Background: an optimization exercise with open tools, aiming at small area and a short achievable clock period. Do not read the settings as production practice.
The RTL was checked by simulation tests, not by an equivalence proof against the original design.
Power and IR drop assume default switching activity.

==> design/flow/design.v <==
module ALU(
    output [15:0] s,
    input [15:0] a,
    input [15:0] b,
    input inv,
    input cin,
    input ar,
    input la
    );
wire [15:0] bx = b ^ {16{inv}};
wire [15:0] p = a ^ bx;
wire [15:0] g = a & bx;
wire [15:0] g1, p1, g2, p2, g3, p3, g4;
genvar i;
generate for (i = 0; i < 16; i = i + 1) begin : pf
  if (i == 0) begin
    assign g1[i] = g[0] | p[0] & cin; assign p1[i] = 1'b0;
  end else if (i == 1) begin
    assign g1[i] = g[1] | p[1] & g1[0]; assign p1[i] = 1'b0;
  end else if (i % 2 == 1) begin
    assign g1[i] = g[i] | p[i] & g[i-1]; assign p1[i] = p[i] & p[i-1];
  end else begin
    assign g1[i] = g[i]; assign p1[i] = p[i];
  end
  if (i % 4 >= 2) begin
    assign g2[i] = g1[i] | p1[i] & g1[(i/4)*4+1]; assign p2[i] = p1[i] & p1[(i/4)*4+1];
  end else begin
    assign g2[i] = g1[i]; assign p2[i] = p1[i];
  end
  if (i % 8 >= 4) begin
    assign g3[i] = g2[i] | p2[i] & g2[(i/8)*8+3]; assign p3[i] = p2[i] & p2[(i/8)*8+3];
  end else begin
    assign g3[i] = g2[i]; assign p3[i] = p2[i];
  end
  if (i >= 8) begin
    assign g4[i] = g3[i] | p3[i] & g3[7];
  end else begin
    assign g4[i] = g3[i];
  end
end endgenerate
wire [15:0] c = {g4[14:0], cin};   
assign s = la ? g : p ^ (c & {16{ar}});
endmodule
module c_aoi222(output y, input a1, a2, b1, b2, c1, c2);
assign y = ~(a1 & a2 | b1 & b2 | c1 & c2);
endmodule
module c_aoi22(output y, input a1, a2, b1, b2);
assign y = ~(a1 & a2 | b1 & b2);
endmodule
module c_nand3(output y, input a, b, c);
assign y = ~(a & b & c);
endmodule
module c_nand4(output y, input a, b, c, d);
assign y = ~(a & b & c & d);
endmodule
module regmux8(
    output [15:0] q,
    input [7:0] sel,
    input [15:0] r0, r1, r2, r3, r4, r5, r6, r7
    );
wire [15:0] t0, t1, t2;
genvar i;
generate for (i = 0; i < 16; i = i + 1) begin : sl
  c_aoi222 u0(t0[i], sel[0], r0[i], sel[1], r1[i], sel[2], r2[i]);
  c_aoi222 u1(t1[i], sel[3], r3[i], sel[4], r4[i], sel[5], r5[i]);
  c_aoi22 u2(t2[i], sel[6], r6[i], sel[7], r7[i]);
  c_nand3 u3(q[i], t0[i], t1[i], t2[i]);
end endgenerate
endmodule
module bmux(
    output [15:0] q,
    input [7:0] sel,
    input [15:0] r0, r1, r2, r3, r4, r5, r6, r7,
    input [15:0] k,
    input [15:0] x,
    input two_n
    );
wire [15:0] t0, t1, t2;
genvar i;
generate for (i = 0; i < 16; i = i + 1) begin : sl
  c_aoi222 u0(t0[i], sel[0], r0[i], sel[1], r1[i], sel[2], r2[i]);
  c_aoi222 u1(t1[i], sel[3], r3[i], sel[4], r4[i], sel[5], r5[i]);
  c_aoi222 u2(t2[i], sel[6], r6[i], sel[7], r7[i], k[i], x[i]);
  if (i == 1) begin : two
    c_nand4 u3(q[i], t0[i], t1[i], t2[i], two_n);
  end else begin : one
    c_nand3 u3(q[i], t0[i], t1[i], t2[i]);
  end
end endgenerate
endmodule
module dbgmux(
    output [15:0] q,
    input [3:0] s,
    input [15:0] r0, r1, r2, r3, r4, r5, r6, r7, ir
    );
wire [8:0] hl, hh;
dbgdec decl_(hl, s);
dbgdec dech_(hh, s);
dbgsel sell_(q[7:0], hl, r0[7:0], r1[7:0], r2[7:0], r3[7:0], r4[7:0], r5[7:0], r6[7:0], r7[7:0], ir[7:0]);
dbgsel selh_(q[15:8], hh, r0[15:8], r1[15:8], r2[15:8], r3[15:8], r4[15:8], r5[15:8], r6[15:8], r7[15:8], ir[15:8]);
endmodule
module dbgdec(
    output [8:0] h,
    input [3:0] s
    );
assign h[0] = s == 4'd0;
assign h[1] = s == 4'd1;
assign h[2] = s == 4'd2;
assign h[3] = s == 4'd3;
assign h[4] = s == 4'd4;
assign h[5] = s == 4'd5;
assign h[6] = s == 4'd6;
assign h[7] = s == 4'd7;
assign h[8] = s == 4'd8;
endmodule
module dbgsel(
    output [7:0] q,
    input [8:0] h,
    input [7:0] r0, r1, r2, r3, r4, r5, r6, r7, ir
    );
assign q =
  {8{h[0]}} & r0 | {8{h[1]}} & r1 | {8{h[2]}} & r2 | {8{h[3]}} & r3 |
  {8{h[4]}} & r4 | {8{h[5]}} & r5 | {8{h[6]}} & r6 | {8{h[7]}} & r7 |
  {8{h[8]}} & ir;
endmodule
module arm16_core(
    input clk,
    input rst,
    output [15:0] mem_addr,
    input [15:0] mem_rdata,
    input [3:0] dbg_sel,
    output [15:0] dbg,
    output exec
    );
reg ex;
reg [15:0] ir;
reg [15:0] r0, r1, r2, r3, r4, r5, r6, r7;
reg [7:0] asel;             
reg [7:0] bsel;             
reg bk_lo, bk_mid, bk_hi;   
reg inv, cin, ar, la;       
assign exec = ex;
assign mem_addr = r7;
wire [15:0] m = mem_rdata;
wire m_b = m[15:13] == 3'b110;
wire m_alui = m[15:14] == 2'b10;
wire m_a7 = m_b | (m[15:11] == 5'b11100 & m[7:4] == 4'b1111);
wire [2:0] m_asel = m_a7 ? 3'd7 : m[10:8];
wire m_breg = m[15:13] == 3'b111 & m[12:11] != 2'b00;
wire m_bk8 = m[15:14] != 2'b11;
wire m_bk4 = m[15:11] == 5'b11100;
wire [2:0] m_op = m_alui ? m[13:11] : m_b ? 3'd4 : m[6:4];
wire m_anone = m_op == 3'd0 | m_op == 3'd2;   
wire fetch_next = rst | ex;   
always @(posedge clk) begin
  ex <= ~rst & ~ex;
  if (fetch_next) begin
    asel <= 8'h80;            
    bsel <= 8'h00;
    bk_lo <= 1'b0;
    bk_mid <= 1'b0;
    bk_hi <= 1'b0;
    inv <= 1'b0;
    cin <= 1'b0;
    ar <= 1'b1;
    la <= 1'b0;
  end else begin
    asel <= m_anone ? 8'h00 : 8'h01 << m_asel;
    bsel <= m_breg ? 8'h01 << m[2:0] : 8'h00;
    bk_lo <= m_bk8 | m_b | m_bk4;
    bk_mid <= m_bk8 | m_b;
    bk_hi <= m_b;
    inv <= m_op == 3'd2 | m_op == 3'd6 | m_op == 3'd7;
    cin <= m_op == 3'd6;
    ar <= m_op[2];
    la <= m_op == 3'd1;
  end
end
wire [15:0] a;
regmux8 amux_(a, asel, r0, r1, r2, r3, r4, r5, r6, r7);
wire [15:0] b;
bmux bmux_(b, bsel, r0, r1, r2, r3, r4, r5, r6, r7,
  {{8{bk_hi}}, {4{bk_mid}}, {4{bk_lo}}}, {{8{ir[8]}}, ir[7:0]}, ex);
wire [15:0] y;
ALU alu_(y, a, b, inv, cin, ar, la);
wire [15:0] wd = rst ? 16'h0 : y;
wire [2:0] dst = ir[15:14] == 2'b10 ? ir[10:8] : 3'd7;
wire we = ex & ~rst;
always @(posedge clk) begin
  if (rst | ~ex) ir <= rst ? 16'h0 : mem_rdata;
  if (rst | we & dst == 3'd0) r0 <= wd;
  if (rst | we & dst == 3'd1) r1 <= wd;
  if (rst | we & dst == 3'd2) r2 <= wd;
  if (rst | we & dst == 3'd3) r3 <= wd;
  if (rst | we & dst == 3'd4) r4 <= wd;
  if (rst | we & dst == 3'd5) r5 <= wd;
  if (rst | we & dst == 3'd6) r6 <= wd;
  if (rst | ~ex | we & dst == 3'd7) r7 <= wd;
end
dbgmux dbg_(dbg, dbg_sel, r0, r1, r2, r3, r4, r5, r6, r7, ir);
endmodule
==> design/flow/constraint.sdc <==
create_clock -name core_clock -period 8.5 [get_ports {clk}]
set_input_delay 1.7000 -clock core_clock [delete_from_list [all_inputs] [get_ports {clk}]]
set_output_delay 1.7000 -clock core_clock [all_outputs]
set_load 0.01 [all_outputs]
==> design/flow/flow/run.sh <==
#!/bin/bash
# Own layout flow: the standard flow (standard synthesis, ORFS steps), with
#  - port buffers of the smallest buffer cell (every port still gets one),
#  - CTS without dummy clock loads.
# Each ORFS step writes its own log under orfs/logs/; make's output goes to make_finish.log.
set -euo pipefail
cd "$(dirname "$0")/.."
export BUFFER_PORTS_ARGS="-buffer_cell sky130_fd_sc_hd__buf_1"
export CTS_ARGS="-sink_clustering_enable -repair_clock_nets -buf_list sky130_fd_sc_hd__clkbuf_8 -dont_use_dummy_load"
bash standard.sh finish > make_finish.log 2>&1
==> design/flow/config.mk <==
export PLATFORM = sky130hd
export DESIGN_NAME = arm16_core
export DESIGN_NICKNAME = arm16_core
export VERILOG_FILES = /design/flow/design.v
export SDC_FILE = /design/flow/constraint.sdc
export NUM_CORES = 4
export LEC_CHECK = 0
export CAP_MARGIN = 20
export CORE_MARGIN = 2
export CORE_UTILIZATION = 40
export CTS_BUF_LIST = sky130_fd_sc_hd__clkbuf_8
export SETUP_SLACK_MARGIN = 3.6
export SLEW_MARGIN = 20
export SYNTH_HIERARCHICAL = 1
==> design/flow/standard.sh <==
#!/bin/bash
# synth_recipe.tcl (not shown) runs the flow's synth.tcl, then flattens the netlist and writes it again
# the make line also repeats each setting of config.mk as NAME=value (left out here)
make -C /OpenROAD-flow-scripts/flow DESIGN_CONFIG=/design/flow/config.mk WORK_HOME=/design/flow/orfs CLKGATE_MAP_FILE= SYNTH_SCRIPT=/design/flow/synth_recipe.tcl "${@:-finish}"
==> results of run 1 <==
layout by cell type, fill, tap and decap left out, types with 3 or more instances in the layout:
master,instances
sky130_fd_sc_hd__edfxtp_1,144
sky130_fd_sc_hd__a222oi_1,96
sky130_fd_sc_hd__nand3_1,54
sky130_fd_sc_hd__buf_1,49
sky130_fd_sc_hd__nand2_1,36
sky130_fd_sc_hd__nor2b_1,32
sky130_fd_sc_hd__dfxtp_1,24
sky130_fd_sc_hd__a22o_1,20
sky130_fd_sc_hd__o21ai_0,20
sky130_fd_sc_hd__a22oi_1,17
sky130_fd_sc_hd__xor2_1,17
sky130_fd_sc_hd__clkbuf_8,17
sky130_fd_sc_hd__buf_4,17
sky130_fd_sc_hd__ha_1,16
sky130_fd_sc_hd__a22oi_2,16
sky130_fd_sc_hd__a221oi_2,16
sky130_fd_sc_hd__inv_1,15
sky130_fd_sc_hd__nor2_1,15
sky130_fd_sc_hd__xnor2_1,15
sky130_fd_sc_hd__a21oi_1,10
sky130_fd_sc_hd__nor3_1,8
sky130_fd_sc_hd__nor4b_1,7
sky130_fd_sc_hd__and4bb_2,6
sky130_fd_sc_hd__nor4_1,5
sky130_fd_sc_hd__nand3b_1,4
sky130_fd_sc_hd__o21ai_1,4
sky130_fd_sc_hd__buf_2,4
sky130_fd_sc_hd__a31o_2,3
sky130_fd_sc_hd__o31ai_4,3
sky130_fd_sc_hd__nand4_1,3
sky130_fd_sc_hd__o22ai_1,3
sky130_fd_sc_hd__o31ai_1,3
critical path: stages:
cell and delay, ns:
sky130_fd_sc_hd__buf_2 0.25, sky130_fd_sc_hd__and4bb_2 0.40, sky130_fd_sc_hd__a222oi_1 0.38, sky130_fd_sc_hd__nand3_1 0.21, sky130_fd_sc_hd__buf_1 0.17
worst paths after layout:
path              slack [ns]                to  cells after the start                from
setup / recovery        3.67            dbg[0]                      5          dbg_sel[2]
hold / removal          0.93  bk_lo$_SDFF_PN0_                      2          ex$_DFF_P_
setup reg to reg        4.30  r5[13]$_DFFE_PP_                     11  bsel[6]$_SDFF_PP0_
hold reg to reg         0.93  bk_lo$_SDFF_PN0_                      2          ex$_DFF_P_
sequential cells by signal, indices dropped and copies added (netlist names), 16 cells and up:
signal	cells
r4	16
r2	16
r7	16
r6	16
ir	16
r3	16
r1	16
r0	16
r5	16
cells by family after synthesis:
family,count (synthesis),synth area share [%]
buffers and inverters,45,2.516
adder cells (fa/ha/maj),16,2.313
flip-flops,168,55.52
XOR/XNOR,32,3.239
AO/OA/AOI/OAI,225,24.48
AND/OR/NAND/NOR,184,11.93
layer usage:
layer | part of all wire (%) | up-vias | routed length [um]
met4 | 4.0 | 0 | 1202
met3 | 15 | 118 | 4463
li1 | - | 3013 | -
met2 | 42 | 645 | 12880
met5 | 0 | - | 0
met1 | 39 | 3550 | 11860
Yosys cell counts, drive strengths merged (2+ instances only):
cell type	number	area [sq um]
a211oi	2	20.02
nor4bb	2	20.02
o21ai	24	120.1
nor2	15	56.30
inv	15	56.30
and4b	2	22.52
dfxtp	24	480.5
and4bb	6	75.07
nor3	8	40.04
o31ai	7	57.55
ha	16	200.2
buf	15	95.08
xor2	17	148.9
nand3b	4	30.03
o22ai	3	18.77
clkbuf	15	66.31
nor2b	32	200.2
a22oi	33	327.8
nor4b	9	78.83
xnor2	15	131.4
a22o	20	175.2
nand2	38	142.6
a221oi	17	249.0
a222oi	96	960.9
o41ai	2	36.29
a21oi	11	58.81
nand4	3	18.77
a31o	3	26.28
edfxtp	144	4324
nand3	54	270.3
nand2b	2	12.51
nor4	6	43.79
per-module statistics from Yosys (local to each module, per instance), a selection:
module / area, sq um / times used
arm16_core: 5478 / 1
ALU: 987.2 / 1
dbgsel: 422.9 / 2
dbgdec: 90.09 / 2
c_aoi22: 12.51 / 16
c_aoi222: 10.01 / 80
c_nand4: 6.256 / 1
c_nand3: 5.005 / 31
final cells by class:
cell class	count	area, sq um	area share, %
sequential	168	4805	50.76
multi-input combinational	457	3690	38.98
inverter	15	56.30	0.5948
tap	275	344.1	3.635
clock buffer	17	234.0	2.472
timing repair buffer	71	336.6	3.556
repair_timing:
action,CTS,global route
resized for setup,4,0
endpoints found under the setup margin,16,0
hold endpoints to repair,0,0
report_power, final:
part | internal [mW] | switching, mW | leakage, nW
clock network | 0.177 | 0.257 | 0.122
logic | 0.132 | 0.218 | 1.41
registers | 1.05 | 0.123 | 1.71
total | 1.36 | 0.598 | 3.24
==> results_tabular.tex, run 1 <==
\begin{tabular}{lr}
\hline
Metric & Value \\
\hline
\multicolumn{2}{l}{\textbf{Status}} \\
Status & finished clean \\
\multicolumn{2}{l}{\textbf{CTS}} \\
TritonCTS clock tree & built \\
Root Buffer Master & sky130\_fd\_sc\_hd\_\_clkbuf\_8 \\
Buffer levels on the longest clock path & 2 \\
Count of buffers added by post-CTS timing repair for setup & 0 \\
Clock-pin slew of the registers on the worst-case setup and hold paths & 0.08 ns \\
Clock latency on the worst-skew pair & 0.47 ns \\
Hold Buf Count CTS & 0 \\
Number of buffers added by the clock tree synthesis step & 17 \\
H-tree level count & 4 \\
Number of clock sinks & 168 \\
\multicolumn{2}{l}{\textbf{Detailed routing}} \\
Detailed Route Iter0 Violations & 1,734 \\
Post-route antenna net violation count & 0 \\
Router iterations before antenna repair & 10 \\
Average detailed-routed wire length per instance & 30.32 um \\
Routed via count & 7,326 \\
DRC Markers & 0 \\
Wirelength, routed & 30,410 um \\
Via density per instance & 7.304 \\
\multicolumn{2}{l}{\textbf{Cells and area}} \\
Area Growth Syn to Fin & 9.384\% \\
Filler cells & 1,895 \\
Finished Cell Area & 0.009465 sq mm \\
Final Instance Count excl. Fillers & 1,003 \\
Post-layout nets & 768 \\
Count of inserted antenna diode cells & 0 \\
Share of cells above drive strength 1 & 13.19\% \\
Core occupancy in the finished layout & 44.74\% \\
\multicolumn{2}{l}{\textbf{Die}} \\
I/O pin cnt & 55 \\
Die area & 0.02283 sq mm \\
Die Ht & 151.1 um \\
Site row count & 53 \\
Initial standard-cell utilization of the core & 40.91\% \\
Area of the placeable core & 0.02115 sq mm \\
Die X-Extent & 151.1 um \\
\multicolumn{2}{l}{\textbf{Job}} \\
Number of max-cap violations & 0 \\
\multicolumn{2}{l}{\textbf{Yosys}} \\
Number of register bits inferred by synthesis & 168 \\
Synthesis Warnings & 7 \\
Main flop type after synthesis & sky130\_fd\_sc\_hd\_\_edfxtp\_1 \\
Share of the yosys chip area belonging to registers & 55.52\% \\
Cell Area, Synth & 0.008653 sq mm \\
Average size of a mapped cell & 12.92 sq um \\
EDFF count, synth & 144 \\
Post-synthesis net count & 708 \\
Count of unique library cells instantiated by Yosys & 53 \\
Async S/R FF share, synth & 0\% \\
Gate count of the mapped netlist & 670 \\
\multicolumn{2}{l}{\textbf{GRT}} \\
Vias in the first global route & 6,946 \\
Global-route wire length before repair & 43,970 um \\
Number of antenna violations at the first check in global routing & 0 \\
M3 GR Usage & 8.916\% \\
Grt met2 use & 38.98\% \\
Fraction of met1 tracks used by global routing & 36.63\% \\
Global router's overall resource usage & 26.83\% \\
Global route total overflow & 0 \\
Most crowded layer after global routing & met2 \\
Maximum number of pins on one net before global-route repair & 40 \\
\multicolumn{2}{l}{\textbf{Timing}} \\
Post-layout min period & 4.833 ns \\
Worst clock skew & 0.02808 ns \\
Final WS setup & 3.667 ns \\
Max-slew violations & 0 \\
Endpoints failing hold & 0 \\
Max Freq & 0.2069 GHz \\
Setup repair after global routing missed its margin & false \\
Slew margin rel. & 18.88\% \\
Hold Slack & 0.9262 ns \\
Share of the cycle needed by the critical path after routing & 56.85\% \\
Slew at the pin with the worst max-slew slack & 1.215 ns \\
Final TNS setup & 0 ns \\
Total setup violations reported at the end of the flow & 0 \\
\multicolumn{2}{l}{\textbf{Critical path}} \\
Worst setup path category & primary input to primary output \\
CP Data Arrival Time & 3.13 ns \\
Launching element type of the critical path & primary input \\
Crit path required time & 6.80 ns \\
Biggest fanout along the worst timing path & 18 \\
Kind of end point of the critical path & primary output \\
\multicolumn{2}{l}{\textbf{Worst hold path}} \\
Worst hold path type & register to register \\
\multicolumn{2}{l}{\textbf{Placement}} \\
Final weighted congestion of routability-driven global placement & 0.9095 \\
Buffers on Ports & 54 \\
Area of placed instances & 0.009221 sq mm \\
Dpl hpwl & 18,630 um \\
Minimum setup slack after placement & 3.460 ns \\
Cell count after placement & 986 \\
\multicolumn{2}{l}{\textbf{Power and ir drop}} \\
Overall power after layout & 1.957 mW \\
Total power per unit cell area & 206.8 mW/mm\^{}2 \\
Leakage & 3.242 nW \\
Maximum vdd ir drop & 0.1268 mV \\
\hline
\end{tabular}
==> run 2: changes to the inputs <==
--- a/design/flow/config.mk
+++ b/design/flow/config.mk
@@ -9,6 +9,6 @@
 export CORE_MARGIN = 2
 export CORE_UTILIZATION = 40
 export CTS_BUF_LIST = sky130_fd_sc_hd__clkbuf_8
-export SETUP_SLACK_MARGIN = 3.6
+export SETUP_SLACK_MARGIN = 3.9
 export SLEW_MARGIN = 20
 export SYNTH_HIERARCHICAL = 1
==> run 2 against run 1 <==
Effect of this change: non-clock buffer count is 11 higher; critical path depth is 2 higher; sequential power hardly changed; global-route usage is 0.10 points higher; cell area is 3.5% higher; total power is 0.72% higher; count of clock-buffer cells in the layout stayed put; utilization is 1.5 points higher; sequential cell count stayed put; hold slack worse by 0.0050 ns; clock skew is 0.0034 ns higher.
==> results_tabular.tex, run 2 <==
\begin{tabular}{lr}
\hline
Metric & Value \\
\hline
\multicolumn{2}{l}{\textbf{Status}} \\
Status & finished clean \\
\multicolumn{2}{l}{\textbf{Timing}} \\
Max Freq & 0.2181 GHz (+5.4\%) \\
Endpoints failing hold & 0 (unchanged) \\
Hold Slack & 0.9211 ns (-0.005015 ns) \\
Max-slew violations & 0 (unchanged) \\
Slew at the pin with the worst max-slew slack & 1.208 ns (-0.007498 ns) \\
Final WS setup & 3.915 ns (+0.2479 ns) \\
Final TNS setup & 0 ns (unchanged) \\
Slew margin rel. & 19.38\% (+0.50 points) \\
Worst clock skew & 0.03150 ns (+0.003420 ns) \\
Post-layout min period & 4.585 ns (-0.2479 ns) \\
Total setup violations reported at the end of the flow & 0 (unchanged) \\
Setup repair after global routing missed its margin & false \\
Share of the cycle needed by the critical path after routing & 53.94\% (-2.9 points) \\
\multicolumn{2}{l}{\textbf{Detailed routing}} \\
Via density per instance & 7.242 (-0.86\%) \\
Routed via count & 7,343 (+0.23\%) \\
Detailed Route Iter0 Violations & 1,853 (+6.9\%) \\
Router iterations before antenna repair & 9 (-1) \\
Post-route antenna net violation count & 0 (unchanged) \\
Average detailed-routed wire length per instance & 30.37 um (+0.17\%) \\
DRC Markers & 0 (unchanged) \\
Wirelength, routed & 30,800 um (+1.3\%) \\
\multicolumn{2}{l}{\textbf{Yosys}} \\
Library cell with the highest instance count after synthesis & sky130\_fd\_sc\_hd\_\_edfxtp\_1 \\
Number of register bits inferred by synthesis & 168 (unchanged) \\
Synth Area in XOR/XNOR & 3.239\% (unchanged) \\
Proportion of netlist area held by the largest area contributor & 49.97\% (unchanged) \\
Share of the yosys chip area belonging to registers & 55.52\% (unchanged) \\
Post-synthesis net count & 708 (unchanged) \\
Average size of a mapped cell & 12.92 sq um (unchanged) \\
Gate count of the mapped netlist & 670 (unchanged) \\
Largest cells by area after synthesis & sky130\_fd\_sc\_hd\_\_edfxtp\_1, sky130\_fd\_sc\_hd\_\_a222oi\_1, sky130\_fd\_sc\_hd\_\_dfxtp\_1, sky130\_fd\_sc\_hd\_\_nand3\_1, sky130\_fd\_sc\_hd\_\_a221oi\_2 \\
Cell Area, Synth & 0.008653 sq mm (unchanged) \\
Commonest cells in the synthesized netlist & sky130\_fd\_sc\_hd\_\_edfxtp\_1, sky130\_fd\_sc\_hd\_\_a222oi\_1, sky130\_fd\_sc\_hd\_\_nand3\_1 \\
Count of unique library cells instantiated by Yosys & 53 (unchanged) \\
Main combinational cell family by area after synthesis & compound AO/OA/AOI/OAI gates \\
Compound-cell area share of the yosys netlist & 24.48\% (unchanged) \\
Main flop type after synthesis & sky130\_fd\_sc\_hd\_\_edfxtp\_1 \\
Multiplexer area fraction after synthesis & 0\% (unchanged) \\
Async S/R FF share, synth & 0\% (unchanged) \\
EDFF count, synth & 144 (unchanged) \\
Cell type with the largest total area after synthesis & sky130\_fd\_sc\_hd\_\_edfxtp\_1 \\
Simple-Gate Fraction of Synth Area & 11.93\% (unchanged) \\
Share of synthesized cell area in full adder, half adder and majority cells & 2.313\% (unchanged) \\
Synthesis Warnings & 7 (unchanged) \\
\multicolumn{2}{l}{\textbf{Cells and area}} \\
Most common library cell in the layout ignoring fill and taps & sky130\_fd\_sc\_hd\_\_edfxtp\_1 \\
Leading cell types in the layout, fill and taps excluded & sky130\_fd\_sc\_hd\_\_edfxtp\_1, sky130\_fd\_sc\_hd\_\_a222oi\_1, sky130\_fd\_sc\_hd\_\_nand3\_1 \\
Footprint of the multi-input gates & 0.003775 sq mm (+2.3\%) \\
Area occupied by registers & 0.004805 sq mm (unchanged) \\
Area Growth Syn to Fin & 13.16\% \\
Count of inserted antenna diode cells & 0 (unchanged) \\
Finished Cell Area & 0.009792 sq mm (+3.5\%) \\
Post-layout nets & 779 (+1.4\%) \\
Filler cells & 1,866 (-1.5\%) \\
Share of cells above drive strength 1 & 16.24\% (+3.1 points) \\
\multicolumn{2}{l}{\textbf{Critical path}} \\
Cell family with most CP delay & buffers and inverters \\
Crit path required time & 6.80 ns (about the same) \\
Slowest cell delay on critical path & 0.28 ns (-0.12 ns) \\
Slowest library cell on the worst path & sky130\_fd\_sc\_hd\_\_nor4b\_2 \\
CP Cell Sequence & buf\_12 > nor4b\_2 > buf\_4 > a22o\_1 > a221oi\_2 > nand3\_1 > buf\_1 \\
CP Buf/Inv Count & 3 (+1) \\
Kind of end point of the critical path & primary output \\
Biggest fanout along the worst timing path & 18 (unchanged) \\
Internal reg-to-reg setup slack & 4.23 ns (-0.07 ns) \\
CP Data Arrival Time & 2.88 ns (-0.25 ns) \\
Launching element type of the critical path & primary input \\
Worst setup path category & primary input to primary output \\
\multicolumn{2}{l}{\textbf{Power and ir drop}} \\
Total power per unit cell area & 201.4 mW/mm\^{}2 (-2.6\%) \\
Overall power after layout & 1.972 mW (+0.72\%) \\
Sw Share & 30.49\% (-0.062 points) \\
Power share of the combinational group & 18.5\% (+0.6 points) \\
Seq pwr share & 59.5\% (-0.4 points) \\
Internal Dissipation & 1.370 mW (+0.81\%) \\
Maximum vdd ir drop & 0.1271 mV (+0.22\%) \\
Part of the power in the clock network & 22.0\% (-0.2 points) \\
Leakage & 3.392 nW (+4.6\%) \\
Net Sw Power & 0.6011 mW (+0.52\%) \\
\multicolumn{2}{l}{\textbf{CTS}} \\
Clock-pin slew of the registers on the worst-case setup and hold paths & 0.07 ns (about the same) \\
H-tree level count & 4 (unchanged) \\
Root Buffer Master & sky130\_fd\_sc\_hd\_\_clkbuf\_8 \\
Number of buffers added by the clock tree synthesis step & 17 (unchanged) \\
Buffer levels on the longest clock path & 2 (unchanged) \\
Clock latency on the worst-skew pair & 0.47 ns (about the same) \\
Number of clock sinks & 168 (unchanged) \\
TritonCTS clock tree & built \\
\multicolumn{2}{l}{\textbf{Die}} \\
Die Ht & 151.1 um (unchanged) \\
Die X-Extent & 151.1 um (unchanged) \\
Die area & 0.02283 sq mm (unchanged) \\
Initial standard-cell utilization of the core & 40.91\% (unchanged) \\
I/O pin cnt & 55 (unchanged) \\
Site row count & 53 (unchanged) \\
Area of the placeable core & 0.02115 sq mm (unchanged) \\
\multicolumn{2}{l}{\textbf{GRT}} \\
Global router's overall resource usage & 26.93\% (+0.10 points) \\
Maximum number of pins on one net before global-route repair & 40 (unchanged) \\
Global-route wire length before repair & 44,200 um (+0.53\%) \\
Vias in the first global route & 6,991 (+0.65\%) \\
Number of antenna violations at the first check in global routing & 0 (unchanged) \\
Global route total overflow & 0 (unchanged) \\
\multicolumn{2}{l}{\textbf{Placement}} \\
Dpl hpwl & 18,630 um (unchanged) \\
Area of placed instances & 0.009221 sq mm (unchanged) \\
Buffers on Ports & 54 (unchanged) \\
Final weighted congestion of routability-driven global placement & 0.9095 (unchanged) \\
Minimum setup slack after placement & 3.460 ns (unchanged) \\
\multicolumn{2}{l}{\textbf{Job}} \\
Number of max-cap violations & 0 (unchanged) \\
\multicolumn{2}{l}{\textbf{Worst hold path}} \\
Worst hold path type & register to register \\
\hline
\end{tabular}
-- run 2: cell types whose count changed in the layout (fill, tap and decap cells not counted), sizes merged --
cell / before / now
clkbuf: 18 / 22
buf: 70 / 77
-- run 2: power by group through the flow --
stage                     Sequential [mW]  Clock [mW]  Combinational [mW]
after CTS                            1.17       0.437               0.351
final                                1.17       0.433               0.365
after detailed placement             1.18           0               0.344
after floorplan                      1.15           0               0.228
after global routing                 1.18       0.461               0.396
after global placement               1.18           0               0.334
-- run 2: final timing paths --
path                                          from                to  cells after the start
worst max-delay path                    dbg_sel[0]            dbg[6]                      7
worst min-delay path                    ex$_DFF_P_  bk_lo$_SDFF_PN0_                      2
worst max register to register  bsel[6]$_SDFF_PP0_  r2[12]$_DFFE_PP_                     11
worst min register to register          ex$_DFF_P_  bk_lo$_SDFF_PN0_                      2
-- run 2: cells by family after synthesis --
family	Yosys count
adders and majority gates	16
and+or+nand+nor	184
xor gates and xnor gates	32
AOI/OAI and AO/OA	225
buffers and inverters	45
DFF	168
-- run 2: area by class of cell --
| type | instances | area share (%) |
|---|---|---|
| Multi-Input combinational cell | 457 | 38.55 |
| Tap cell | 275 | 3.514 |
| Clock buffer | 17 | 2.389 |
| Inverter | 15 | 0.5750 |
| Sequential cell | 168 | 49.07 |
| Timing Repair Buffer | 82 | 5.903 |
-- run 2: what timing repair did --
action                                  in CTS  in global routing
setup buffers                                4                  4
hold buffers                                 0                  0
endpoints found under the setup margin      16                 16
gates cloned                                 0                  3
pin swaps                                    4                 14
resized for setup                           23                 21
endpoints found under the hold margin        0                  0
-- run 2: worst min-delay path, stage by stage (launching register included) --
cell                      delay, ns
sky130_fd_sc_hd__dfxtp_1       0.55
sky130_fd_sc_hd__or2_2         0.26
sky130_fd_sc_hd__nor2_1        0.06
-- run 2: stage by stage --
step	utilization [%]	std cells
final	46.29	1014
after detailed placement	43.59	986
after floorplan	-	670
after global placement	43.59	986
after global routing	46.29	1014
after CTS	45.27	1007
-- run 2: per-layer routing --
metal / up-vias / global-route usage [%] / share of wire, %
li1: 3034 / - / -
met1: 3533 / 36.87 / 39
met2: 675 / 39.68 / 43
met3: 101 / 8.464 / 15
met4: 0 / 11.03 / 3.3
met5: - / 0 / 0
-- run 2: Yosys stat by module (local to each module, per instance), a selection --
module	cells	copies in the design
dbgsel	49	2
c_nand3	1	31
c_nand4	1	1
ALU	146	1
arm16_core	280	1
c_aoi222	1	80
dbgdec	9	2
c_aoi22	1	16
==> run 3: changes to the inputs <==
--- a/design/flow/config.mk
+++ b/design/flow/config.mk
@@ -9,6 +9,6 @@
 export CORE_MARGIN = 2
 export CORE_UTILIZATION = 40
 export CTS_BUF_LIST = sky130_fd_sc_hd__clkbuf_8
-export SETUP_SLACK_MARGIN = 3.9
+export SETUP_SLACK_MARGIN = 4.2
 export SLEW_MARGIN = 20
 export SYNTH_HIERARCHICAL = 1
==> run 3 against run 2 <==
Effect of this change: non-clock buffer count up 11; routed wire length up 2.3%; die area unchanged; largest power group unchanged; sequential power about the same; still clean on timing, DRC and antenna; hold slack better by 0.020 ns; utilization up 1.5 points; critical path type unchanged; largest cell class unchanged.
==> results_tabular.tex, run 3 <==
\begin{tabular}{lr}
\hline
Metric & Value \\
\hline
\multicolumn{2}{l}{\textbf{Status}} \\
Status & finished clean \\
\multicolumn{2}{l}{\textbf{Cells and area}} \\
Area Growth Syn to Fin & 16.90\% \\
Footprint of the multi-input gates & 0.003820 sq mm (+1.2\%) \\
Leading cell types in the layout, fill and taps excluded & sky130\_fd\_sc\_hd\_\_edfxtp\_1, sky130\_fd\_sc\_hd\_\_a222oi\_1, sky130\_fd\_sc\_hd\_\_nand3\_1 \\
Filler cells & 1,841 (-1.3\%) \\
Share of cells above drive strength 1 & 19.60\% (+3.4 points) \\
Most common library cell in the layout ignoring fill and taps & sky130\_fd\_sc\_hd\_\_edfxtp\_1 \\
Count of inserted antenna diode cells & 0 (unchanged) \\
Area occupied by registers & 0.004811 sq mm (+0.13\%) \\
Core occupancy in the finished layout & 47.82\% (+1.5 points) \\
Post-layout nets & 790 (+1.4\%) \\
\multicolumn{2}{l}{\textbf{GRT}} \\
Global router's overall resource usage & 27.84\% (+0.91 points) \\
Maximum number of pins on one net before global-route repair & 40 (unchanged) \\
Number of antenna violations at the first check in global routing & 0 (unchanged) \\
Vias in the first global route & 7,216 (+3.2\%) \\
Global-route wire length before repair & 45,770 um (+3.6\%) \\
Global route total overflow & 0 (unchanged) \\
\multicolumn{2}{l}{\textbf{Yosys}} \\
Library cell with the highest instance count after synthesis & sky130\_fd\_sc\_hd\_\_edfxtp\_1 \\
Cell type with the largest total area after synthesis & sky130\_fd\_sc\_hd\_\_edfxtp\_1 \\
EDFF count, synth & 144 (unchanged) \\
Largest cells by area after synthesis & sky130\_fd\_sc\_hd\_\_edfxtp\_1, sky130\_fd\_sc\_hd\_\_a222oi\_1, sky130\_fd\_sc\_hd\_\_dfxtp\_1, sky130\_fd\_sc\_hd\_\_nand3\_1, sky130\_fd\_sc\_hd\_\_a221oi\_2 \\
Post-synthesis net count & 708 (unchanged) \\
Average size of a mapped cell & 12.92 sq um (unchanged) \\
Cell Area, Synth & 0.008653 sq mm (unchanged) \\
Gate count of the mapped netlist & 670 (unchanged) \\
Proportion of netlist area held by the largest area contributor & 49.97\% (unchanged) \\
Async S/R FF share, synth & 0\% (unchanged) \\
Count of unique library cells instantiated by Yosys & 53 (unchanged) \\
Share of the yosys chip area belonging to registers & 55.52\% (unchanged) \\
Synthesis Warnings & 7 (unchanged) \\
Main flop type after synthesis & sky130\_fd\_sc\_hd\_\_edfxtp\_1 \\
Commonest cells in the synthesized netlist & sky130\_fd\_sc\_hd\_\_edfxtp\_1, sky130\_fd\_sc\_hd\_\_a222oi\_1, sky130\_fd\_sc\_hd\_\_nand3\_1 \\
Number of register bits inferred by synthesis & 168 (unchanged) \\
\multicolumn{2}{l}{\textbf{Timing}} \\
Final TNS setup & 0 ns (unchanged) \\
Max Freq & 0.2206 GHz (+1.1\%) \\
Setup repair after global routing missed its margin & true \\
Final WS setup & 3.966 ns (+0.05057 ns) \\
Endpoints failing hold & 0 (unchanged) \\
Slew at the pin with the worst max-slew slack & 1.167 ns (-0.04042 ns) \\
Worst clock skew & 0.02703 ns (-0.004471 ns) \\
Max-slew violations & 0 (unchanged) \\
Slew margin rel. & 22.08\% (+2.7 points) \\
Post-layout min period & 4.534 ns (-0.05057 ns) \\
Total setup violations reported at the end of the flow & 0 (unchanged) \\
Share of the cycle needed by the critical path after routing & 53.34\% (-0.59 points) \\
\multicolumn{2}{l}{\textbf{CTS}} \\
Clock-pin slew of the registers on the worst-case setup and hold paths & 0.07 ns (about the same) \\
Hold Buf Count CTS & 0 (unchanged) \\
Number of buffers added by the clock tree synthesis step & 17 (unchanged) \\
H-tree level count & 4 (unchanged) \\
TritonCTS clock tree & built \\
Buffer levels on the longest clock path & 2 (unchanged) \\
Number of clock sinks & 168 (unchanged) \\
Clock latency on the worst-skew pair & 0.47 ns (about the same) \\
Root Buffer Master & sky130\_fd\_sc\_hd\_\_clkbuf\_8 \\
\multicolumn{2}{l}{\textbf{Die}} \\
Site row count & 53 (unchanged) \\
Initial standard-cell utilization of the core & 40.91\% (unchanged) \\
Die area & 0.02283 sq mm (unchanged) \\
I/O pin cnt & 55 (unchanged) \\
Die Ht & 151.1 um (unchanged) \\
Area of the placeable core & 0.02115 sq mm (unchanged) \\
Die X-Extent & 151.1 um (unchanged) \\
\multicolumn{2}{l}{\textbf{Power and ir drop}} \\
Total power per unit cell area & 196.8 mW/mm\^{}2 (-2.3\%) \\
Overall power after layout & 1.990 mW (+0.95\%) \\
Leakage & 3.568 nW (+5.2\%) \\
Maximum vdd ir drop & 0.1281 mV (+0.81\%) \\
\multicolumn{2}{l}{\textbf{Critical path}} \\
Crit path required time & 6.80 ns (about the same) \\
Biggest fanout along the worst timing path & 9 (-9) \\
Launching element type of the critical path & primary input \\
Worst R2R Path Depth & 11 (unchanged) \\
Worst setup path category & primary input to primary output \\
Worst R2R Start & bsel[1]\$\_SDFF\_PP0\_ \\
Worst setup startpoint & dbg\_sel[1] \\
Kind of end point of the critical path & primary output \\
CP Data Arrival Time & 2.83 ns (-0.05 ns) \\
\multicolumn{2}{l}{\textbf{Placement}} \\
Final weighted congestion of routability-driven global placement & 0.9095 (unchanged) \\
Buffers on Ports & 54 (unchanged) \\
Minimum setup slack after placement & 3.460 ns (unchanged) \\
Dpl hpwl & 18,630 um (unchanged) \\
\multicolumn{2}{l}{\textbf{Detailed routing}} \\
Post-route antenna net violation count & 0 (unchanged) \\
Router iterations before antenna repair & 13 (+4) \\
Via density per instance & 7.235 (about the same) \\
Average detailed-routed wire length per instance & 30.75 um (+1.2\%) \\
Detailed Route Iter0 Violations & 1,840 (-0.70\%) \\
DRC Markers & 0 (unchanged) \\
Routed via count & 7,416 (+0.99\%) \\
Wirelength, routed & 31,520 um (+2.3\%) \\
\multicolumn{2}{l}{\textbf{Worst hold path}} \\
Min-Delay Path Depth & 2 (unchanged) \\
Worst hold path type & register to register \\
Source of the worst hold timing path & ex\$\_DFF\_P\_ \\
\multicolumn{2}{l}{\textbf{Job}} \\
Number of max-cap violations & 0 (unchanged) \\
\hline
\end{tabular}
[run 3: cell counts after synthesis]
No cell type changed its count.
[run 3: final cells by class]
cell class                      count  share of cell area (%)
Clock buffer                       17                   2.313
Sequential cell                   168                   47.56
Inverter                           15                  0.5566
Multi-Input combinational cell    457                   37.76
Tap cell                          275                   3.401
Timing Repair Buffer               93                   8.411
[run 3: worst paths after layout]
| path | end | slack [ns] |
|---|---|---|
| max | dbg[0] | 3.97 |
| min | bk_lo$_SDFF_PN0_ | 0.94 |
| min reg2reg | bk_lo$_SDFF_PN0_ | 0.94 |
| max reg2reg | r2[12]$_DFFE_PP_ | 4.29 |
[run 3: cell families after synthesis]
group,count (synthesis),synth area share [%]
buffers and inverters,45,2.516
AND/OR/NAND/NOR,184,11.93
AO/OA/AOI/OAI,225,24.48
flip-flops,168,55.52
XOR/XNOR,32,3.239
adder cells (fa/ha/maj),16,2.313
[run 3: stage by stage]
| step | area [sq um] | hold WS [ns] | instances |
|---|---|---|---|
| after floorplan | 8653 | 0.7413 | 670 |
| after global placement | 9221 | 0.8956 | 986 |
| after detailed placement | 9221 | 0.8944 | 986 |
| final | 10120 | 0.9407 | 1025 |
| after global routing | 10120 | 0.9576 | 1025 |
| after CTS | 10070 | 0.9083 | 1024 |
[run 3: layer usage]
metal / vias up / track usage [%] / share of wire, %
met4: 0 / 12.06 / 3.7
met1: 3572 / 38.36 / 39
met5: - / 0.6818 / 0
met2: 665 / 40.84 / 43
li1: 3060 / - / -
met3: 119 / 8.072 / 14
[run 3: repair_timing]
action	4_1_cts	5_1_grt
pin swaps	46	17
resized for setup	72	7
endpoints found under the hold margin	0	0
setup buffers	12	1
gates cloned	9	0
setup endpoints to repair	16	58
[run 3: report_power, final]
part / switching [mW] / leakage [nW] / internal [mW]
Clock: 0.258 / 0.122 / 0.177
Combinational: 0.224 / 1.73 / 0.156
Sequential: 0.125 / 1.71 / 1.05
Total: 0.607 / 3.57 / 1.38
[run 3: critical path: stages]
cell and delay [ns]:
sky130_fd_sc_hd__buf_16 0.12, sky130_fd_sc_hd__and4bb_4 0.26, sky130_fd_sc_hd__a222oi_1 0.35, sky130_fd_sc_hd__nand3_1 0.21, sky130_fd_sc_hd__buf_2 0.19
[run 3: per-module statistics from Yosys, one instance, submodules excluded, excerpt]
module | flip-flops and latches | times used | cell area [sq um]
arm16_core | 168 | 1 | 5478
c_nand3 | 0 | 31 | 5.005
ALU | 0 | 1 | 987.2
c_nand4 | 0 | 1 | 6.256
dbgsel | 0 | 2 | 422.9
dbgdec | 0 | 2 | 90.09
c_aoi222 | 0 | 80 | 10.01
c_aoi22 | 0 | 16 | 12.51
==> run 4: changes to the inputs <==
--- a/design/flow/config.mk
+++ b/design/flow/config.mk
@@ -7,7 +7,7 @@
 export LEC_CHECK = 0
 export CAP_MARGIN = 20
 export CORE_MARGIN = 2
-export CORE_UTILIZATION = 40
+export CORE_UTILIZATION = 55
 export CTS_BUF_LIST = sky130_fd_sc_hd__clkbuf_8
 export SETUP_SLACK_MARGIN = 4.2
 export SLEW_MARGIN = 20
==> run 4 against run 3 <==
Effect of this change: still clean; clock power shrank 3%; sequential cell count is the same; total power shrank 0.17%; non-clock buffer count grew 10; register-to-register slack gained 0.07 ns; routed wire length shrank 3.7%; clock skew grew 0.0027 ns; via count grew 1.9%; hold slack lost 0.089 ns; first-iteration DRC count shrank 6.4%; fmax shrank 0.57%; global-route usage grew 7.9 points; critical path type unchanged; critical endpoint is now dbg[8]; largest power group unchanged.
==> results_tabular.tex, run 4 <==
\begin{tabular}{lr}
\hline
Metric & Value \\
\hline
\multicolumn{2}{l}{\textbf{Critical path}} \\
CP Data Arrival Time & 2.86 ns (+0.03 ns) \\
Biggest fanout along the worst timing path & 8 (-1) \\
Launching element type of the critical path & primary input \\
Worst R2R Path Depth & 11 (unchanged) \\
Slowest library cell on the worst path & sky130\_fd\_sc\_hd\_\_nor4\_4 \\
Worst R2R Start & bsel[4]\$\_SDFF\_PP0\_ \\
Internal reg-to-reg setup slack & 4.36 ns (+0.07 ns) \\
Crit path required time & 6.80 ns (about the same) \\
Kind of end point of the critical path & primary output \\
Slowest cell delay on critical path & 0.31 ns (-0.04 ns) \\
Worst setup path category & primary input to primary output \\
CP Cell Sequence & buf\_16 > nor4\_4 > buf\_6 > a22o\_1 > a221oi\_2 > nand3\_1 > buf\_2 \\
Worst flop-to-flop path endpoint & r3[14]\$\_DFFE\_PP\_ \\
\multicolumn{2}{l}{\textbf{Yosys}} \\
Gate count of the mapped netlist & 670 (unchanged) \\
Library cell with the highest instance count after synthesis & sky130\_fd\_sc\_hd\_\_edfxtp\_1 \\
Number of register bits inferred by synthesis & 168 (unchanged) \\
Cell Area, Synth & 0.008653 sq mm (unchanged) \\
Count of unique library cells instantiated by Yosys & 53 (unchanged) \\
EDFF count, synth & 144 (unchanged) \\
Async S/R FF share, synth & 0\% (unchanged) \\
Average size of a mapped cell & 12.92 sq um (unchanged) \\
Synthesis Warnings & 7 (unchanged) \\
Proportion of netlist area held by the largest area contributor & 49.97\% (unchanged) \\
Largest cells by area after synthesis & sky130\_fd\_sc\_hd\_\_edfxtp\_1, sky130\_fd\_sc\_hd\_\_a222oi\_1, sky130\_fd\_sc\_hd\_\_dfxtp\_1, sky130\_fd\_sc\_hd\_\_nand3\_1, sky130\_fd\_sc\_hd\_\_a221oi\_2 \\
Share of the yosys chip area belonging to registers & 55.52\% (unchanged) \\
Main flop type after synthesis & sky130\_fd\_sc\_hd\_\_edfxtp\_1 \\
Cell type with the largest total area after synthesis & sky130\_fd\_sc\_hd\_\_edfxtp\_1 \\
Commonest cells in the synthesized netlist & sky130\_fd\_sc\_hd\_\_edfxtp\_1, sky130\_fd\_sc\_hd\_\_a222oi\_1, sky130\_fd\_sc\_hd\_\_nand3\_1 \\
Post-synthesis net count & 708 (unchanged) \\
\multicolumn{2}{l}{\textbf{Detailed routing}} \\
Sum of met2 wire segment lengths after detailed routing & 13,070 um (-3.7\%) \\
Routed via count & 7,560 (+1.9\%) \\
Sum of routed wire segments on met1 & 11,220 um (-9.0\%) \\
DRC Markers & 0 (unchanged) \\
Post-route antenna net violation count & 0 (unchanged) \\
Wirelength, routed & 30,360 um (-3.7\%) \\
Average detailed-routed wire length per instance & 31.27 um (+1.7\%) \\
Detailed Route Iter0 Violations & 1,722 (-6.4\%) \\
Router iterations before antenna repair & 10 (-3) \\
Highest layer used for signal routing & met5 \\
Via density per instance & 7.786 (+7.6\%) \\
Met3 Wirelength & 4753 um (+6.5\%) \\
\multicolumn{2}{l}{\textbf{Timing}} \\
Worst clock skew & 0.02975 ns (+0.002724 ns) \\
Slew at the pin with the worst max-slew slack & 1.194 ns (+0.02699 ns) \\
Total setup violations reported at the end of the flow & 0 (unchanged) \\
Final TNS setup & 0 ns (unchanged) \\
Post-layout min period & 4.560 ns (+0.02597 ns) \\
Share of the cycle needed by the critical path after routing & 53.65\% (+0.31 points) \\
Max-slew violations & 0 (unchanged) \\
Slew margin rel. & 20.28\% (-1.8 points) \\
Setup repair after global routing missed its margin & true \\
Endpoints failing hold & 0 (unchanged) \\
Max Freq & 0.2193 GHz (-0.57\%) \\
\multicolumn{2}{l}{\textbf{Die}} \\
Die Ht & 129.4 um (-14\%) \\
Die area & 0.01675 sq mm (-27\%) \\
Die X-Extent & 129.4 um (-14\%) \\
Area of the placeable core & 0.01531 sq mm (-28\%) \\
Site row count & 45 (-15\%) \\
Initial standard-cell utilization of the core & 56.50\% (+16 points) \\
I/O pin cnt & 55 (unchanged) \\
\multicolumn{2}{l}{\textbf{Placement}} \\
Final weighted congestion of routability-driven global placement & 0.9014 (-0.89\%) \\
Dpl hpwl & 17,440 um (-6.4\%) \\
Buffers on Ports & 54 (unchanged) \\
Cell count after placement & 920 (-6.7\%) \\
\multicolumn{2}{l}{\textbf{Cells and area}} \\
Count of inserted antenna diode cells & 0 (unchanged) \\
Area Growth Syn to Fin & 18.23\% \\
Leading cell types in the layout, fill and taps excluded & sky130\_fd\_sc\_hd\_\_edfxtp\_1, sky130\_fd\_sc\_hd\_\_a222oi\_1, sky130\_fd\_sc\_hd\_\_nand3\_1 \\
Share of cells above drive strength 1 & 21.18\% (+1.6 points) \\
Footprint of the multi-input gates & 0.003884 sq mm (+1.7\%) \\
Filler cells & 1,163 (-37\%) \\
Area occupied by registers & 0.004812 sq mm (about the same) \\
Final Instance Count excl. Fillers & 971 (-5.3\%) \\
Post-layout nets & 800 (+1.3\%) \\
Most common library cell in the layout ignoring fill and taps & sky130\_fd\_sc\_hd\_\_edfxtp\_1 \\
\multicolumn{2}{l}{\textbf{CTS}} \\
TritonCTS clock tree & built \\
H-tree level count & 4 (unchanged) \\
Number of clock sinks & 168 (unchanged) \\
Buffer levels on the longest clock path & 2 (unchanged) \\
Number of buffers added by the clock tree synthesis step & 17 (unchanged) \\
Clock latency on the worst-skew pair & 0.47 ns (about the same) \\
Root Buffer Master & sky130\_fd\_sc\_hd\_\_clkbuf\_8 \\
Hold Buf Count CTS & 0 (unchanged) \\
Clock-pin slew of the registers on the worst-case setup and hold paths & 0.07 ns (about the same) \\
\multicolumn{2}{l}{\textbf{Power and ir drop}} \\
Maximum vdd ir drop & 0.1152 mV (-10\%) \\
Total power per unit cell area & 194.2 mW/mm\^{}2 (-1.3\%) \\
Overall power after layout & 1.987 mW (-0.17\%) \\
Leakage & 3.659 nW (+2.6\%) \\
\multicolumn{2}{l}{\textbf{GRT}} \\
Maximum number of pins on one net before global-route repair & 40 (unchanged) \\
Global route total overflow & 0 (unchanged) \\
Global router's overall resource usage & 35.74\% (+7.9 points) \\
Vias in the first global route & 7,277 (+0.85\%) \\
Number of antenna violations at the first check in global routing & 0 (unchanged) \\
Global-route wire length before repair & 43,390 um (-5.2\%) \\
\multicolumn{2}{l}{\textbf{Worst hold path}} \\
Endpoint with the worst hold slack & bk\_lo\$\_SDFF\_PN0\_ \\
Min-Delay Path Depth & 2 (unchanged) \\
Worst hold path type & register to register \\
Source of the worst hold timing path & ex\$\_DFF\_P\_ \\
\multicolumn{2}{l}{\textbf{Status}} \\
Status & finished clean \\
\multicolumn{2}{l}{\textbf{Job}} \\
Number of max-cap violations & 0 (unchanged) \\
\hline
\end{tabular}
==> run 4: cell counts after synthesis <==
Identical to the previous run, type by type.
==> run 4: report_power, final <==
group | leakage (nW) | internal, mW | total [mW] | switching (mW)
combinational | 1.82 | 0.162 | 0.386 | 0.224
sequential | 1.71 | 1.05 | 1.18 | 0.126
clock | 0.122 | 0.176 | 0.424 | 0.247
total | 3.66 | 1.39 | 1.99 | 0.598
==> run 4: worst max-delay path by stage <==
stage | startpoint | endpoint | slack (ns) | cells past startpoint
2_1_floorplan | dbg_sel[3] | dbg[14] | 4.23 | 5
3_3_place_gp | dbg_sel[1] | dbg[14] | 3.52 | 6
3_5_place_dp | dbg_sel[1] | dbg[14] | 3.42 | 6
4_1_cts | dbg_sel[1] | dbg[14] | 3.99 | 6
5_1_grt | dbg_sel[0] | dbg[8] | 3.92 | 6
6_report | dbg_sel[2] | dbg[8] | 3.94 | 7
==> run 4: kinds of logic after synthesis <==
kind of cell	synth area share (%)
adder cells (fa/ha/maj)	2.313
AO/OA/AOI/OAI	24.48
flip-flops	55.52
buffers and inverters	2.516
XOR/XNOR	3.239
AND/OR/NAND/NOR	11.93
==> run 4: per-stage QoR <==
step	cell area (sq um)	utilization (%)	hold WS (ns)	worst slack (ns)
after floorplan	8653	-	0.7413	4.229
after global placement	9133	59.63	0.8315	3.521
after detailed placement	9133	59.63	0.8227	3.424
after CTS	9921	64.78	0.8383	3.991
after global routing	10230	66.81	0.8949	3.918
final	10230	66.81	0.8514	3.940
==> run 4: final cells by class <==
type                       count  share of cell area [%]
inverter                      15                  0.5503
timing repair buffer         103                   9.588
sequential                   168                   47.03
tap                          211                   2.580
multi-input combinational    457                   37.96
clock buffer                  17                   2.287
==> run 4: worst max-delay path, delay by kind of cell <==
kind	cells	cell delay [ns]
simple gates	2	0.43
buf+inv	3	0.48
compound gates	2	0.23
==> run 4: repair_timing <==
item,4_1_cts,5_1_grt
hold endpoints to repair,0,0
cloned,7,4
setup endpoints to repair,16,34
pin swaps,33,28
resized for setup,67,25
buffers inserted,15,6
==> run 4: layer usage <==
| metal | track usage, % | vias up |
|---|---|---|
| li1 | - | 3073 |
| met5 | 3.235 | - |
| met2 | 51.86 | 732 |
| met4 | 16.32 | 2 |
| met1 | 48.88 | 3610 |
| met3 | 11.64 | 143 |
==> run 4: per-module statistics from Yosys (local to each module, per instance), excerpt <==
module | cells | copies in the design
ALU | 146 | 1
arm16_core | 280 | 1
c_aoi22 | 1 | 16
c_aoi222 | 1 | 80
c_nand3 | 1 | 31
c_nand4 | 1 | 1
dbgdec | 9 | 2
dbgsel | 49 | 2
==> run 5: changes to the inputs <==
--- a/design/flow/config.mk
+++ b/design/flow/config.mk
@@ -7,8 +7,8 @@
 export LEC_CHECK = 0
 export CAP_MARGIN = 20
 export CORE_MARGIN = 2
-export CORE_UTILIZATION = 55
+export CORE_UTILIZATION = 65
 export CTS_BUF_LIST = sky130_fd_sc_hd__clkbuf_8
-export SETUP_SLACK_MARGIN = 4.2
+export SETUP_SLACK_MARGIN = 3.9
 export SLEW_MARGIN = 20
 export SYNTH_HIERARCHICAL = 1
==> run 5 against run 4 <==
Effect of this change: hold slack worse by 0.0084 ns; die area down 15%; global-route usage up 3.3 points; combinational power down 8.5%; first-iteration DRC count up 15%; register-to-register slack better by 0.02 ns; routed wire length down 8.5%.
==> results_tabular.tex, run 5 <==
\begin{tabular}{lr}
\hline
Metric & Value \\
\hline
\multicolumn{2}{l}{\textbf{Yosys}} \\
Synthesis Warnings & 7 (unchanged) \\
Count of unique library cells instantiated by Yosys & 53 (unchanged) \\
EDFF count, synth & 144 (unchanged) \\
Post-synthesis net count & 708 (unchanged) \\
Async S/R FF share, synth & 0\% (unchanged) \\
Average size of a mapped cell & 12.92 sq um (unchanged) \\
Main flop type after synthesis & sky130\_fd\_sc\_hd\_\_edfxtp\_1 \\
Commonest cells in the synthesized netlist & sky130\_fd\_sc\_hd\_\_edfxtp\_1, sky130\_fd\_sc\_hd\_\_a222oi\_1, sky130\_fd\_sc\_hd\_\_nand3\_1 \\
Library cell with the highest instance count after synthesis & sky130\_fd\_sc\_hd\_\_edfxtp\_1 \\
Largest cells by area after synthesis & sky130\_fd\_sc\_hd\_\_edfxtp\_1, sky130\_fd\_sc\_hd\_\_a222oi\_1, sky130\_fd\_sc\_hd\_\_dfxtp\_1, sky130\_fd\_sc\_hd\_\_nand3\_1, sky130\_fd\_sc\_hd\_\_a221oi\_2 \\
Proportion of netlist area held by the largest area contributor & 49.97\% (unchanged) \\
Number of register bits inferred by synthesis & 168 (unchanged) \\
Cell type with the largest total area after synthesis & sky130\_fd\_sc\_hd\_\_edfxtp\_1 \\
Gate count of the mapped netlist & 670 (unchanged) \\
Share of the yosys chip area belonging to registers & 55.52\% (unchanged) \\
Cell Area, Synth & 0.008653 sq mm (unchanged) \\
\multicolumn{2}{l}{\textbf{Cells and area}} \\
Area occupied by registers & 0.004805 sq mm (-0.16\%) \\
Area Growth Syn to Fin & 10.25\% \\
Filler cells & 927 (-20\%) \\
Footprint of the multi-input gates & 0.003761 sq mm (-3.2\%) \\
Core occupancy in the finished layout & 72.62\% (+5.8 points) \\
Most common library cell in the layout ignoring fill and taps & sky130\_fd\_sc\_hd\_\_edfxtp\_1 \\
Share of cells above drive strength 1 & 15.22\% (-6.0 points) \\
Count of inserted antenna diode cells & 0 (unchanged) \\
Final Instance Count excl. Fillers & 912 (-6.1\%) \\
Finished Cell Area & 0.009540 sq mm (-6.8\%) \\
Leading cell types in the layout, fill and taps excluded & sky130\_fd\_sc\_hd\_\_edfxtp\_1, sky130\_fd\_sc\_hd\_\_a222oi\_1, sky130\_fd\_sc\_hd\_\_nand3\_1 \\
Post-layout nets & 776 (-3.0\%) \\
\multicolumn{2}{l}{\textbf{CTS}} \\
Buffer levels on the longest clock path & 2 (unchanged) \\
TritonCTS clock tree & built \\
Root Buffer Master & sky130\_fd\_sc\_hd\_\_clkbuf\_8 \\
Number of clock sinks & 168 (unchanged) \\
Clock-pin slew of the registers on the worst-case setup and hold paths & 0.09 ns (+0.02 ns) \\
Number of buffers added by the clock tree synthesis step & 17 (unchanged) \\
Clock latency on the worst-skew pair & 0.46 ns (about the same) \\
Hold Buf Count CTS & 0 (unchanged) \\
H-tree level count & 4 (unchanged) \\
\multicolumn{2}{l}{\textbf{Critical path}} \\
Cell count along the critical path & 6 (-1) \\
CP Data Arrival Time & 2.88 ns (+0.02 ns) \\
Crit path required time & 6.80 ns (about the same) \\
Kind of end point of the critical path & primary output \\
Slowest library cell on the worst path & sky130\_fd\_sc\_hd\_\_nor4b\_1 \\
Worst setup path category & primary input to primary output \\
Worst flop-to-flop path endpoint & r0[14]\$\_DFFE\_PP\_ \\
Internal reg-to-reg setup slack & 4.38 ns (+0.02 ns) \\
Worst R2R Path Depth & 11 (unchanged) \\
Worst R2R Start & bsel[0]\$\_SDFF\_PP0\_ \\
CP Cell Sequence & buf\_6 > nor4b\_1 > buf\_4 > a222oi\_1 > nand3\_1 > buf\_1 \\
Biggest fanout along the worst timing path & 18 (+10) \\
CP Buf/Inv Count & 3 (unchanged) \\
Launching element type of the critical path & primary input \\
Cell family with most CP delay & buffers and inverters \\
Slowest cell delay on critical path & 0.34 ns (+0.03 ns) \\
\multicolumn{2}{l}{\textbf{Worst hold path}} \\
Endpoint with the worst hold slack & inv\$\_SDFF\_PN0\_ \\
Worst hold path type & register to register \\
Source of the worst hold timing path & ex\$\_DFF\_P\_ \\
Min-Delay Path Depth & 2 (unchanged) \\
\multicolumn{2}{l}{\textbf{Detailed routing}} \\
DRC Markers & 0 (unchanged) \\
Routed via count & 7,388 (-2.3\%) \\
Detailed Route Iter0 Violations & 1,974 (+15\%) \\
Via density per instance & 8.101 (+4.0\%) \\
Post-route antenna net violation count & 0 (unchanged) \\
Wirelength, routed & 27,770 um (-8.5\%) \\
Average detailed-routed wire length per instance & 30.45 um (-2.6\%) \\
Router iterations before antenna repair & 13 (+3) \\
\multicolumn{2}{l}{\textbf{Die}} \\
Die area & 0.01425 sq mm (-15\%) \\
Initial standard-cell utilization of the core & 65.87\% (+9.4 points) \\
I/O pin cnt & 55 (unchanged) \\
Die Ht & 119.4 um (-7.8\%) \\
Die X-Extent & 119.4 um (-7.8\%) \\
Site row count & 42 (-6.7\%) \\
Area of the placeable core & 0.01314 sq mm (-14\%) \\
\multicolumn{2}{l}{\textbf{Job}} \\
Number of max-cap violations & 0 (unchanged) \\
\multicolumn{2}{l}{\textbf{GRT}} \\
Global router's overall resource usage & 39.05\% (+3.3 points) \\
Vias in the first global route & 6,976 (-4.1\%) \\
M3 GR Usage & 13.46\% (+1.8 points) \\
Fraction of met1 tracks used by global routing & 54.92\% (+6.0 points) \\
Global-route wire length before repair & 40,770 um (-6.0\%) \\
Grt met2 use & 55.24\% (+3.4 points) \\
Number of antenna violations at the first check in global routing & 0 (unchanged) \\
Most crowded layer after global routing & met2 \\
Global route total overflow & 0 (unchanged) \\
Maximum number of pins on one net before global-route repair & 40 (unchanged) \\
\multicolumn{2}{l}{\textbf{Timing}} \\
Worst clock skew & 0.02442 ns (-0.005332 ns) \\
Slew at the pin with the worst max-slew slack & 1.175 ns (-0.01966 ns) \\
Total setup violations reported at the end of the flow & 0 (unchanged) \\
Share of the cycle needed by the critical path after routing & 53.87\% (+0.22 points) \\
Setup repair after global routing missed its margin & true \\
Post-layout min period & 4.579 ns (+0.01864 ns) \\
Endpoints failing hold & 0 (unchanged) \\
Final TNS setup & 0 ns (unchanged) \\
Max Freq & 0.2184 GHz (-0.41\%) \\
Slew margin rel. & 21.59\% (+1.3 points) \\
Max-slew violations & 0 (unchanged) \\
\multicolumn{2}{l}{\textbf{Placement}} \\
Area of placed instances & 0.009081 sq mm (-0.56\%) \\
Cell count after placement & 883 (-4.0\%) \\
Dpl hpwl & 16,820 um (-3.6\%) \\
Buffers on Ports & 54 (unchanged) \\
Final weighted congestion of routability-driven global placement & 1.009 (+12\%) \\
\multicolumn{2}{l}{\textbf{Status}} \\
Status & finished clean \\
\multicolumn{2}{l}{\textbf{Power and ir drop}} \\
Total power per unit cell area & 204.5 mW/mm\^{}2 (+5.3\%) \\
Maximum vdd ir drop & 0.1270 mV (+10\%) \\
Leakage & 3.331 nW (-9.0\%) \\
\hline
\end{tabular}
run 5: cell counts after synthesis:
Identical to the previous run, type by type.
run 5: area by class of cell:
class                   count  share of cell area (%)
clock buffers              17                   2.452
inverters                  15                  0.5902
multi-input cells         457                   39.42
flip-flops and latches    168                   50.36
well taps                 176                   2.308
repair buffers             79                   4.866
run 5: repair_timing:
item                                    CTS  global route
gates resized for setup                  20            17
endpoints found under the setup margin   16            16
pin swaps                                 3             7
setup buffers                             7             5
run 5: stage by stage:
stage | hold WS [ns] | setup slack [ns] | power, mW
6_report | 0.8430 | 3.921 | 1.951
5_1_grt | 0.8717 | 3.877 | 2.016
4_1_cts | 0.8422 | 3.898 | 1.929
3_5_place_dp | 0.8501 | 3.186 | 1.514
3_3_place_gp | 0.8300 | 3.237 | 1.499
2_1_floorplan | 0.7413 | 4.229 | 1.379
run 5: logic make-up (layout without fill, tap and decap cells):
family,Yosys count,count (layout),synth area share [%]
compound gates,225,225,24.48
xor+xnor,32,32,3.239
fa+ha+maj,16,16,2.313
flops,168,168,55.52
buf+inv,45,111,2.516
simple gates,184,184,11.93
run 5: how the worst max path moves through the flow:
stage | startpoint | end | slack, ns
5_1_grt | dbg_sel[0] | dbg[15] | 3.88
4_1_cts | dbg_sel[3] | dbg[6] | 3.90
2_1_floorplan | dbg_sel[3] | dbg[14] | 4.23
3_3_place_gp | dbg_sel[0] | dbg[0] | 3.24
6_report | dbg_sel[0] | dbg[15] | 3.92
3_5_place_dp | dbg_sel[0] | dbg[0] | 3.19
run 5: worst min-delay path: cells and delay by family, from the launching register on:
family	cells	cell delay [ns]
simple gates	1	0.25
flops	1	0.50
compound gates	1	0.07
run 5: report_power, final:
part / switching (mW) / internal (mW) / total (mW) / leakage, nW
combinational: 0.215 / 0.138 / 0.353 / 1.50
clock: 0.249 / 0.177 / 0.426 / 0.122
sequential: 0.121 / 1.05 / 1.17 / 1.71
total: 0.585 / 1.37 / 1.95 / 3.33
run 5: per-layer routing:
metal / share of wire [%] / vias up
met2: 41 / 796
li1: - / 3023
met1: 36 / 3411
met3: 18 / 158
met4: 4.6 / 0
met5: 0 / -
run 5: modules after synthesis, one instance, submodules excluded, a selection:
module      cell area (sq um)  flip-flops and latches
c_nand4                 6.256                       0
dbgsel                  422.9                       0
arm16_core               5478                     168
ALU                     987.2                       0
c_nand3                 5.005                       0
c_aoi222                10.01                       0
dbgdec                  90.09                       0
c_aoi22                 12.51                       0

==> separate check: timing with driven ports <==
Ports are ideal in the flow. The routed layouts listed here were re-timed in OpenROAD.
Step 1 (the two cells are an assumption about what drives the block):
set clk [get_ports {clk}]
set_driving_cell -lib_cell sky130_fd_sc_hd__clkbuf_16 $clk
set_driving_cell -lib_cell sky130_fd_sc_hd__buf_2 [delete_from_list [all_inputs] $clk]
Step 2 moves the port delays by t, midway between the first and last clock arrival at a register: inputs arrive t later, outputs are due t later. That takes back most of the time a late clock gives input paths.
Slacks: ideal / step 1 / step 2; pairs: ideal / step 1.
| run | shift t [ns] | slack for setup (ns) | worst hold slack (ns) | clock arrival spread, ns | worst register clock-pin slew, ns |
|---|---|---|---|---|---|
| run 1 | 0.486 | 3.667 / 3.636 / 3.636 | 0.926 / 0.926 / 0.926 | 0.028 / 0.028 | 0.09 / 0.09 |
| run 2 | 0.489 | 3.915 / 3.774 / 3.774 | 0.921 / 0.921 / 0.921 | 0.031 / 0.032 | 0.10 / 0.10 |
| run 3 | 0.492 | 3.966 / 3.724 / 3.724 | 0.941 / 0.941 / 0.941 | 0.027 / 0.027 | 0.09 / 0.09 |
| run 4 | 0.496 | 3.940 / 3.704 / 3.704 | 0.851 / 0.851 / 0.851 | 0.029 / 0.030 | 0.10 / 0.10 |
| run 5 | 0.486 | 3.921 / 3.864 / 3.864 | 0.843 / 0.843 / 0.843 | 0.024 / 0.024 | 0.09 / 0.09 |
After both steps every run listed still meets setup and hold. The setup slack of run 3, which loses most, moves by -0.242 ns with the drivers and by -0.242 ns with both steps.
